From an optimization exercise on the open Yosys and OpenROAD flow, aimed at a short achievable clock period and few clock cycles per item; shortcuts taken in it are not production practice. Only simulation tests tie the RTL to the original design; equivalence was not proved. Power and IR drop assume default switching activity.

== the reference run ==
// cpu
module cpu (
   prog_addr, mem_control, equal, mem_addr, mem_data_in, request_rom,
   request_ram,
   clk, rst, opcode, ab_select, op_addr, mem_data_out
   );
input clk, rst;
input [3:0] opcode;
input ab_select;
input [7:0] op_addr;
input [7:0] mem_data_out;
output reg [11:0] prog_addr;
output reg mem_control;
output reg equal;
output reg [11:0] mem_addr;
output reg [7:0] mem_data_in;
output reg request_rom, request_ram;
localparam store = 4'b0100;
localparam load  = 4'b0011;
localparam add   = 4'b1001;
localparam sub   = 4'b1010;
localparam and_  = 4'b0010;
localparam or_   = 4'b0001;
localparam equal_op = 4'b0101;
localparam L = 2;        
localparam H = 8 - L;    
function [8:0] slice;    
    input [7:0] x, y;
    input cin, arith, sb, an;
    input integer w;
    reg [7:0] yy, p, g, t;
    reg [8:0] c;
    reg prod;
    integer i, j, k;
    begin
        yy = y ^ {8{sb}};
        p = x ^ yy;
        g = x & yy & {8{arith}};
        t = arith ? p : (an ? (x & y) : (x | y));
        c = 9'b0;
        c[0] = cin;
        for (i = 1; i <= 8; i = i + 1) begin
            prod = cin;
            for (j = 0; j < 8; j = j + 1)
                if (j < i) prod = prod & p[j];
            c[i] = prod;
            for (k = 0; k < 8; k = k + 1) begin
                if (k < i) begin
                    prod = g[k];
                    for (j = 0; j < 8; j = j + 1)
                        if (j > k && j < i) prod = prod & p[j];
                    c[i] = c[i] | prod;
                end
            end
        end
  ...
Size: roughly 320 cells after synthesis, ~63 flip-flops, ~0.0031 mm2 of cells after synthesis.
==> flow/config.mk <==
export PLATFORM = sky130hd
export DESIGN_NAME = cpu
export DESIGN_NICKNAME = cpu
export VERILOG_FILES = /design/flow/design.v
export SDC_FILE = /design/flow/constraint.sdc
export NUM_CORES = 4
export LEC_CHECK = 0
export ABC_CLOCK_PERIOD_IN_PS = 1500
export CAP_MARGIN = 20
export CORE_MARGIN = 2
export CORE_UTILIZATION = 40
export PLACE_DENSITY = 0.6
export SETUP_SLACK_MARGIN = 2.2
export SLEW_MARGIN = 20
export TNS_END_PERCENT = 100
==> flow/constraint.sdc <==
create_clock -name core_clock -period 4.0 [get_ports {clk}]
set_input_delay 0.8000 -clock core_clock [delete_from_list [all_inputs] [get_ports {clk}]]
set_output_delay 0.8000 -clock core_clock [all_outputs]
set_load 0.01 [all_outputs]
run.sh (not shown) runs the stock make flow with config.mk's settings and CLKGATE_MAP_FILE= SYNTH_SCRIPT=/design/flow/synth_recipe.tcl, a recipe that flattens the netlist after the stock synthesis.
The reference run was carried through to the last stage, and its layout satisfied the timing, design-rule and antenna checks.
Testbench counts of the reference run, summed over its fixed seeds: cycles 66,392, instructions 58,115.
Relative to the reference run, the following input files were edited for the trial run:
- swapping 2.2 for 2.4 in SETUP_SLACK_MARGIN
- From the reference run to the trial run, netlist area before placement did not move at all.
- The trial run: relative contribution of sequential cells to total power 2.1 points below the reference run
- Wire length after detailed routing in the trial run vs the reference run: up about 2.1%
- [the trial run vs the reference run] worst vdd rail ir drop: higher in the trial run


Setup of lane 1:
Another version of the RTL of cpu (not shown whole).
For scale: about 59 I/O pins, ~0.0059 mm^2 of cells after synthesis.
export LEC_CHECK = 0
export ABC_CLOCK_PERIOD_IN_PS = 1000
export CAP_MARGIN = 20
export CORE_MARGIN = 2
export CORE_UTILIZATION = 40
export PLACE_DENSITY = 0.6
export SETUP_SLACK_MARGIN = 2.4
export SLEW_MARGIN = 20
export TNS_END_PERCENT = 100
create_clock -name core_clock -period 4.0 [get_ports {clk}]
standard.sh (not shown) runs the stock make flow with config.mk's settings and CLKGATE_MAP_FILE= SYNTH_SCRIPT=/design/flow/synth_recipe.tcl, a recipe that flattens the netlist after the stock synthesis.
==> flow/flow/run.sh <==
#!/bin/bash
# The standard layout, with the port buffers inserted as buf_4 cells instead
# of the buffer that buffer_ports picks by default (a delay cell here).
set -euo pipefail
bash standard.sh BUFFER_PORTS_ARGS="-buffer_cell sky130_fd_sc_hd__buf_4" finish > standard_flow.log 2>&1
Testbench counts of lane 1, summed over its fixed seeds: cycles 61,751, instructions 58,115.
What lane 2 does differently from lane 1 at the input level:
Settings: swapping 1000 for 1500 in ABC_CLOCK_PERIOD_IN_PS; swapping 0.6 for 0.75 in PLACE_DENSITY; swapping 40 for 55 in CORE_UTILIZATION.
Results
Taking lane 1 as the reference, in lane 2 final worst-path setup slack moved up; register area barely changed; required time at the worst-slack endpoint now smaller; share of the core filled with cells in the final layout now sits higher.
Comparing lane 1 and lane 2, the lower wire length of the first global-routing pass was measured on lane 2.
Per the comparison of lane 2 with lane 1, post-route cell area has decreased; last weighted congestion value of the routability-driven placer moved up; normalized max-slew margin saw an increase.
Lane 2 vs lane 1: met1 routing resource usage after global routing up in lane 2
Summary of the comparison: clock latency on the worst-skew pair is higher in lane 2, relative to lane 1.
Of lane 1 and lane 2, the lower longest individual stage delay on the worst path belongs to lane 2.

what the ideal ports hide:
The results above use ideal ports. As a check the final layouts listed here were re-extracted and re-timed, cells and wires unchanged. Step 1 assumes that a clkbuf_16 drives the clock port and a buf_2 every other input. Step 2 times the ports against the registers' clock, not the clock port: input delays grow and output delays shrink by t, the midpoint of the rising clock arrivals with the driver on. a / b / c = ideal ports / drivers / drivers and shift; a / b = the first two.
run	shift t [ns]	slack for setup (ns)	worst setup path at the end	clock arrival spread, ns	worst slew at a driven data input, ns
the reference run	0.367	2.149 / 2.149 / 1.865	input to register	0.010 / 0.010	0.05
the trial run	0.358	2.155 / 2.155 / 1.884	input to register	0.009 / 0.009	0.06
lane 1	0.446	2.215 / 2.215 / 1.868	input to register	0.008 / 0.009	0.04
lane 2	0.548	2.219 / 2.184 / 1.939	input to register	0.011 / 0.011	0.04
After both steps every run listed still meets setup and hold. The setup slack of lane 1, which loses most, moves by 0.000 ns with the drivers and by -0.347 ns with both steps.
